What follows belongs to an exercise in optimizing a design on an open flow for small area; a production flow would make more cautious choices.
In this exercise RTL edits were held to simulation tests only and were not proved equivalent to the original.
Power figures rest on the tool's default switching activity, not on a simulated workload.

== v6 ==
Design top_module, start of the top module:
module top_module(input logic [7:0] pixel_r,pixel_g,pixel_b, input logic clk,reset,data_in_en,output logic signed [12:0] Convo_final,output logic start_add_1);
Settings: LEC_CHECK=0, CAP_MARGIN=5, CORE_MARGIN=2, CORE_UTILIZATION=40, PLACE_DENSITY=0.9, SLEW_MARGIN=5, SYNTH_HIERARCHICAL=1; clock period 10.0 ns.
standard.sh (not shown) runs the stock make flow with config.mk's settings and CLKGATE_MAP_FILE= SYNTH_SCRIPT=/design/flow/synth_recipe.tcl, a recipe that flattens the netlist after the stock synthesis.
==> flow/flow/run.sh <==
#!/bin/bash
# Layout: the standard flow (standard.sh, unchanged synthesis) with two changes:
#  - ports are buffered with sky130_fd_sc_hd__buf_1 instead of the default port buffer;
#  - clock tree built from clkbuf_8 leaves over larger sink clusters, without dummy loads.
# The make output goes to standard.log in the work folder; ORFS's own per-step logs are
# under orfs/logs/.
set -euo pipefail
CTS="-sink_clustering_enable -repair_clock_nets -sink_clustering_size 10 -sink_clustering_max_diameter 60 -buf_list sky130_fd_sc_hd__clkbuf_4 -dont_use_dummy_load"
bash standard.sh "BUFFER_PORTS_ARGS=-buffer_cell sky130_fd_sc_hd__buf_1" "CTS_ARGS=$CTS" finish > standard.log 2>&1
The final layout from v6, which completed every stage, passed the timing, DRC and antenna checks at the end of the flow.
#### Input delta (v57 over v6)
diff --git a/flow/flow/run.sh b/flow/flow/run.sh
--- a/flow/flow/run.sh
+++ b/flow/flow/run.sh
@@ -8 +8 @@
-CTS="-sink_clustering_enable -repair_clock_nets -sink_clustering_size 10 -sink_clustering_max_diameter 60 -buf_list sky130_fd_sc_hd__clkbuf_4 -dont_use_dummy_load"
+CTS="-sink_clustering_enable -repair_clock_nets -sink_clustering_size 12 -sink_clustering_max_diameter 60 -buf_list sky130_fd_sc_hd__clkbuf_4 -dont_use_dummy_load"
- Where wire length is concerned, v6 is outperformed by v57.
- Comparing the two runs side by side, v57 comes out ahead of v6 on final area.
- Lower wire length on met3 among v6 and v57: v57
- v6 has a higher number of global-route vias before repair than v57.
- For multi-input logic portion of the cell area, v57 and v6 come out practically identical.
- Relative to v6, total power per unit cell area has decreased by about 1% in v57.
- Between v6 and v57, the global-route usage figures differ only marginally.
diff inputs: v57 => v39
- PLACE_DENSITY: 0.9 -> unset
diff --git a/flow/flow/run.sh b/flow/flow/run.sh
--- a/flow/flow/run.sh
+++ b/flow/flow/run.sh
@@ -8 +8 @@
-CTS="-sink_clustering_enable -repair_clock_nets -sink_clustering_size 12 -sink_clustering_max_diameter 60 -buf_list sky130_fd_sc_hd__clkbuf_4 -dont_use_dummy_load"
+CTS="-sink_clustering_enable -repair_clock_nets -sink_clustering_size 10 -sink_clustering_max_diameter 60 -buf_list sky130_fd_sc_hd__clkbuf_4 -dont_use_dummy_load"
==> comparison <==
- v39: no failed stages, no open violations at the end
- Relative to v57, the cell count measured on v39 has increased slightly.
- Going from v57 to v39, portion of total power attributed to the clock network picked up an extra 1.6 points, proportion of layout cells with a drive suffix above 1 picked up an extra 0.99 points, antenna diode count picked up an extra 2, detailed-routed wire length on met2 lost about 12%.
- The higher wire length of the first global-routing pass of v39 and v57 is in v39.
- Compared to v57, the routing of v39 uses less wire.
- Summary — setup slack, v39 relative to v57: higher, by 0.052 ns.

top_module, a different RTL version from the one above (not shown whole).
For scale: about 450 cells after synthesis, ~210 flip-flops, roughly 8200 um2 of cells after synthesis.
make LEC_CHECK=0 CAP_MARGIN=20 CORE_MARGIN=2 CORE_UTILIZATION=40 CTS_BUF_LIST=sky130_fd_sc_hd__clkbuf_8 CTS_CLUSTER_DIAMETER=60 CTS_CLUSTER_SIZE=18 SLEW_MARGIN=20 finish   # period 10.0 ns
run.sh (not shown) runs the stock make flow with config.mk's settings and CLKGATE_MAP_FILE= SYNTH_SCRIPT=/design/flow/synth_recipe.tcl, a recipe that flattens the netlist after the stock synthesis.
Stock flow here: none of the scripts above is used.
Edit:
CTS_BUF_LIST = sky130_fd_sc_hd__clkbuf_4   (was sky130_fd_sc_hd__clkbuf_8)
CTS_CLUSTER_DIAMETER = 50   (was 60)
CTS_CLUSTER_SIZE = 10   (was 18)
Area after synthesis stays the same; design area hardly moves; power came out higher by 0.60%; wire length is higher by 2.1%; via count grows by 2.5%; die area is unchanged; first-iteration DRC count shrinks by 5.0%.

static timing again, ports no longer ideal:
The flow's constraints put no driver on any port. The routed layouts listed below were extracted and timed again, unchanged, in two steps.
Step 1 assumes that a clkbuf_16 drives the clock port and a buf_2 every other input.
Step 2 adds t to the input delays and takes it off the output delays; t is the mean of the earliest and latest rising clock arrival at the registers after step 1. Input paths then give back, and output paths get back, about the clock's delay inside the block.
a / b / c = ideal ports / drivers / drivers and shift; a / b = the first two.
run | shift t [ns] | setup WS [ns] | worst hold slack (ns)
v6 | 0.603 | 1.559 / 1.528 / 2.131 | 0.357 / 0.357 / 0.357
v57 | 0.601 | 1.556 / 1.525 / 2.125 | 0.413 / 0.413 / 0.413
v39 | 0.617 | 1.608 / 1.568 / 2.185 | 0.363 / 0.363 / 0.363
the first run of note 2 | 0.530 | 3.392 / 3.355 / 3.884 | 0.412 / 0.412 / 0.412
the second run of note 2 | 0.654 | 3.281 / 3.242 / 3.896 | 0.412 / 0.412 / 0.412
After both steps every run listed still meets setup and hold.
